This is an optimization exercise on Yosys and OpenROAD, whose aim is small area and a short achievable clock period, not a production implementation.
No driver is modelled on the clock port, so clock power and skew are understated where the tree is cut down; a real chip needs a root buffer or a tree.
Power and IR drop assume default switching activity.

run B:
==> flow/design.v (excerpt) <==
module fifo_32(
	clock,
	reset,
	write,
	datain,
	read,
	dataout,
	full,
	empty
	);
==> module fifo_32_nand2, before the edit <==
module fifo_32_nand2(
	input a,
	input b,
	output y
	);
	assign y = ~(a & b);
endmodule
==> module fifo_32_and2, before the edit <==
module fifo_32_and2(
	input a,
	input b,
	output y
	);
	assign y = a & b;
endmodule
==> module fifo_32, before the edit <==
module fifo_32(
	clock,
	reset,
	write,
	datain,
	read,
	dataout,
	full,
	empty
	);
	input clock;
	input reset;
	input write, read;
	input [7:0] datain;
	output [7:0] dataout;
	output full, empty;
	reg [255:0] buffer;
	reg [3:0] wLo;
	reg [7:0] wHi;
	reg [31:0] rSel;
	reg [4:0] cnt;
	reg fullR, emptyR, nFull, nEmpty, aeR, afR;
	reg [7:0] dataoutReg;
	assign dataout = dataoutReg;
	assign full = fullR;
	assign empty = emptyR;
	wire writeEn = write & nFull;
	wire readEn = read & nEmpty;
	wire [4:0] cntInc, cntDec;
	wire eq2, eq30;
	fifo_32_pre u_pre(
		.cnt(cnt), .cntInc(cntInc), .cntDec(cntDec),
		.eq2(eq2), .eq30(eq30));
	genvar g, b;
	wire wLo3F = wLo[3] & nFull;
	wire wAdv, wHold, wHiAdv, wHiHold;
	fifo_32_and3b u_wadv(.a(write), .b(nFull), .c(reset), .y(wAdv));
	fifo_32_aoi21 u_whold(.a(write), .b(nFull), .c(reset), .y(wHold));
	fifo_32_and3b u_whadv(.a(write), .b(wLo3F), .c(reset), .y(wHiAdv));
	fifo_32_aoi21 u_whhold(.a(write), .b(wLo3F), .c(reset), .y(wHiHold));
	wire [3:0] wLoNext;
	wire [7:0] wHiNext;
	generate
		for (g = 0; g < 4; g = g + 1) begin : gwlo
			if (g == 0) begin : g0
				fifo_32_ao221 u_s(
					.a(wAdv), .b(wLo[3]), .c(wHold), .d(wLo[0]), .e(reset),
					.y(wLoNext[0]));
			end else begin : gn
				fifo_32_ao22 u_s(
					.a(wAdv), .b(wLo[g - 1]), .c(wHold), .d(wLo[g]),
					.y(wLoNext[g]));
			end
		end
		for (g = 0; g < 8; g = g + 1) begin : gwhi
			if (g == 0) begin : g0
				fifo_32_ao221 u_s(
					.a(wHiAdv), .b(wHi[7]), .c(wHiHold), .d(wHi[0]), .e(reset),
					.y(wHiNext[0]));
			end else begin : gn
				fifo_32_ao22 u_s(
					.a(wHiAdv), .b(wHi[g - 1]), .c(wHiHold), .d(wHi[g]),
					.y(wHiNext[g]));
			end
		end
	endgenerate
	always @(posedge clock) begin
		wLo <= wLoNext;
		wHi <= wHiNext;
	end
	wire [3:0] wSelLo;
	wire [31:0] rowWe, rowWeN;
	wire [255:0] bufferNext;
	generate
		for (g = 0; g < 4; g = g + 1) begin : gwsel
			fifo_32_and3 u_ws(.a(write), .b(nFull), .c(wLo[g]), .y(wSelLo[g]));
		end
		for (g = 0; g < 32; g = g + 1) begin : gwe
			fifo_32_and2 u_we(.a(wSelLo[g % 4]), .b(wHi[g / 4]), .y(rowWe[g]));
			fifo_32_nand2 u_wen(.a(wSelLo[g % 4]), .b(wHi[g / 4]), .y(rowWeN[g]));
			for (b = 0; b < 8; b = b + 1) begin : gbit
				fifo_32_ao22 u_d(
					.a(rowWe[g]), .b(datain[b]),
					.c(rowWeN[g]), .d(buffer[8*g + b]),
					.y(bufferNext[8*g + b]));
			end
		end
	endgenerate
	always @(posedge clock) begin
		buffer <= bufferNext;
	end
	wire [8*16-1:0] pairN;
	wire [8*4-1:0] oct;
	wire [8*2-1:0] halfN;
	wire readOkN = ~(read & nEmpty & ~reset);
	wire [7:0] dataoutNext;
	generate
		for (b = 0; b < 8; b = b + 1) begin : gbitr
			for (g = 0; g < 16; g = g + 1) begin : gpair
				fifo_32_aoi22 u_p(
					.a(buffer[16*g + b]), .b(rSel[2*g]),
					.c(buffer[16*g + 8 + b]), .d(rSel[2*g+1]),
					.y(pairN[8*g + b]));
			end
			for (g = 0; g < 4; g = g + 1) begin : goct
				fifo_32_nand4 u_o(
					.a(pairN[32*g + b]), .b(pairN[32*g + 8 + b]),
					.c(pairN[32*g + 16 + b]), .d(pairN[32*g + 24 + b]),
					.y(oct[8*g + b]));
			end
			for (g = 0; g < 2; g = g + 1) begin : ghalf
				fifo_32_nor2 u_h(
					.a(oct[16*g + b]), .b(oct[16*g + 8 + b]),
					.y(halfN[8*g + b]));
			end
			fifo_32_aoi21 u_d(.a(halfN[b]), .b(halfN[8 + b]), .c(readOkN), .y(dataoutNext[b]));
		end
	endgenerate
	wire rAdv, rHold;
	fifo_32_and3b u_radv(.a(read), .b(nEmpty), .c(reset), .y(rAdv));
	fifo_32_aoi21 u_rhold(.a(read), .b(nEmpty), .c(reset), .y(rHold));
	wire [31:0] rSelNext;
	generate
		for (g = 0; g < 32; g = g + 1) begin : gsel
			if (g == 0) begin : g0
				fifo_32_ao221 u_s(
					.a(rAdv), .b(rSel[31]), .c(rHold), .d(rSel[0]), .e(reset),
					.y(rSelNext[0]));
			end else begin : gn
				fifo_32_ao22 u_s(
					.a(rAdv), .b(rSel[g - 1]), .c(rHold), .d(rSel[g]),
					.y(rSelNext[g]));
			end
		end
	endgenerate
	always @(posedge clock) begin
		rSel <= rSelNext;
		dataoutReg <= dataoutNext;
	end
	wire onlyW = writeEn & ~readEn;
	wire onlyR = readEn & ~writeEn;
	wire sW = onlyW & ~reset;
	wire sR = onlyR & ~reset;
	wire sK = ~onlyW & ~onlyR & ~reset;
	wire [4:0] cntNext;
	wire aeNext, afNext;
	generate
		for (g = 0; g < 5; g = g + 1) begin : gcnt
			fifo_32_ao222 u_c(
				.a(sW), .b(cntInc[g]), .c(sR), .d(cntDec[g]), .e(sK), .f(cnt[g]),
				.y(cntNext[g]));
		end
	endgenerate
	fifo_32_ao222 u_ae(.a(sW), .b(~nEmpty), .c(sR), .d(eq2), .e(sK), .f(aeR), .y(aeNext));
	fifo_32_ao222 u_af(.a(sW), .b(eq30), .c(sR), .d(~nFull), .e(sK), .f(afR), .y(afNext));
	wire emptyNext = reset | (~writeEn & (~nEmpty | (read & aeR)));
	wire fullNext = ~reset & ~readEn & (~nFull | (write & afR));
	always @(posedge clock) begin
		cnt <= cntNext;
		aeR <= aeNext;
		afR <= afNext;
		emptyR <= emptyNext;
		nEmpty <= ~emptyNext;
		fullR <= fullNext;
		nFull <= ~fullNext;
	end
endmodule
==> flow/config.mk <==
export PLATFORM = sky130hd
export DESIGN_NAME = fifo_32
export DESIGN_NICKNAME = fifo_32
export VERILOG_FILES = /design/flow/design.v
export SDC_FILE = /design/flow/constraint.sdc
export NUM_CORES = 4
export LEC_CHECK = 0
export CAP_MARGIN = 20
export CORE_MARGIN = 2
export CORE_UTILIZATION = 60
export SETUP_SLACK_MARGIN = 2.1
export SLEW_MARGIN = 20
export SYNTH_HIERARCHICAL = 1
==> flow/constraint.sdc <==
create_clock -name core_clock -period 3.5 [get_ports {clock}]
set_input_delay 0.7000 -clock core_clock [delete_from_list [all_inputs] [get_ports {clock}]]
set_output_delay 0.7000 -clock core_clock [all_outputs]
set_load 0.01 [all_outputs]
standard.sh (not shown) runs the stock make flow with config.mk's settings and CLKGATE_MAP_FILE= SYNTH_SCRIPT=/design/flow/synth_recipe.tcl, a recipe that flattens the netlist after the stock synthesis.
==> flow/flow/run.sh <==
#!/bin/bash
# Standard layout (the standard.sh) with these changes:
#  - flow/fp_pre.tcl sets the synthesised combinational cells to drive
#    strength 1 before floorplanning (the resizer upsizes what timing needs);
#  - port buffers are buf_2 (the default choice is a slow delay cell);
#  - the clock tree is built without dummy loads, from larger sink clusters;
#  - flow/cts_pre.tcl then removes the middle level of the clock tree, so the
#    root buffer drives the leaf buffers directly (every register still sees
#    two buffers from the clock port, balanced), and splits the root into one
#    root buffer per quadrant, each driven by the clock port.
set -uo pipefail
HERE=$(pwd)
bash standard.sh "BUFFER_PORTS_ARGS=-buffer_cell sky130_fd_sc_hd__buf_2" \
  "PRE_FLOORPLAN_TCL=$HERE/flow/fp_pre.tcl" \
  "PRE_CTS_TCL=$HERE/flow/cts_pre.tcl" \
  "CTS_ARGS=-sink_clustering_enable -repair_clock_nets -dont_use_dummy_load -sink_clustering_size 30 -sink_clustering_max_diameter 100 -buf_list sky130_fd_sc_hd__clkbuf_16" \
  finish > make_finish.log 2>&1
Other scripts of this flow, unchanged in this note and not shown: flow/flow/cts_pre.tcl, flow/flow/fp_pre.tcl
Run B went all the way through synthesis, placement and routing and the layout is clean on timing, DRC and antenna.
Edits applied to the flow inputs when going from run B to run M:
-- flow/design.v --
<<< run B, line 75
	assign y = ~(a & b & c & d);
endmodule
module fifo_32_nand2(
	input a,
	input b,
	output y
	);
	assign y = ~(a & b);
endmodule
module fifo_32_and2(
	input a,
	input b,
	output y
	);
	assign y = a & b;
endmodule
module fifo_32_and3(
>>> run M, line 75
	assign y = ~(a & b & c & d);
endmodule
module fifo_32_nand3(
	input a,
	input b,
	input c,
	output y
	);
	assign y = ~(a & b & c);
endmodule
module fifo_32_and3(
<<< run B, line 174
		wHi <= wHiNext;
	end
	wire [3:0] wSelLo;
	wire [31:0] rowWe, rowWeN;
	wire [255:0] bufferNext;
	generate
		for (g = 0; g < 4; g = g + 1) begin : gwsel
			fifo_32_and3 u_ws(.a(write), .b(nFull), .c(wLo[g]), .y(wSelLo[g]));
		end
		for (g = 0; g < 32; g = g + 1) begin : gwe
			fifo_32_and2 u_we(.a(wSelLo[g % 4]), .b(wHi[g / 4]), .y(rowWe[g]));
			fifo_32_nand2 u_wen(.a(wSelLo[g % 4]), .b(wHi[g / 4]), .y(rowWeN[g]));
			for (b = 0; b < 8; b = b + 1) begin : gbit
				fifo_32_ao22 u_d(
>>> run M, line 168
		wHi <= wHiNext;
	end
	wire [7:0] wHiF = wHi & {8{nFull}};
	wire [31:0] rowWe, rowWeN;
	wire [255:0] bufferNext;
	generate
		for (g = 0; g < 32; g = g + 1) begin : gwe
			fifo_32_and3 u_we(.a(write), .b(wLo[g % 4]), .c(wHiF[g / 4]), .y(rowWe[g]));
			fifo_32_nand3 u_wen(.a(write), .b(wLo[g % 4]), .c(wHiF[g / 4]), .y(rowWeN[g]));
			for (b = 0; b < 8; b = b + 1) begin : gbit
				fifo_32_ao22 u_d(
## What came out
- Compared with run B, run M shows peak clock frequency supported by timing higher by 0.0020 GHz.
- As far as clock power share is concerned, run M and run B perform about the same.
- Worst hold slack after final layout essentially unchanged between run B and run M.
- NOTE: overall power consumption in run M exceeds that of run B
- Changes observed in run M relative to run B: worst setup slack after layout now sits higher; depth of the worst register-to-register path roughly the same.
- Comparing run M and run B, the lower critical path depth was measured on run M.
- Effective utilization at floorplan was lower in run B than in run M.
- Detailed route wirelength on metal2 for run M: 6.5% up relative to run B
- The die of run M is larger than the one used in run B.
- Against run B, post-route cell area in run M came out worse.
- Run M reports a higher global-route track usage on met1 than run B does.
No run of this note included a check of the RTL's function; only the layout flow was run.

[re-timing with driven ports]
Ports are ideal in the flow. The routed layouts listed here were re-timed in OpenROAD.
Step 1: set_driving_cell puts a clkbuf_16 on clock and a buf_2 on each other input, an assumption about the parent block.
Step 2 times the ports against the registers' clock, not the clock port: input delays grow and output delays shrink by t, the midpoint of the rising clock arrivals with the driver on.
a / b / c = no drivers / after step 1 / after step 2; a / b = the first two.
| run | t, ns | setup WS [ns] | pins driven straight from the clock port |
|---|---|---|---|
| run B | 0.402 | 1.999 / 1.929 / 1.639 | 4 |
| run M | 0.406 | 2.004 / 1.923 / 1.634 | 4 |
After both steps every run listed still meets setup and hold. The setup slack of run M, which loses most, moves by -0.081 ns with the drivers and by -0.370 ns with both steps.
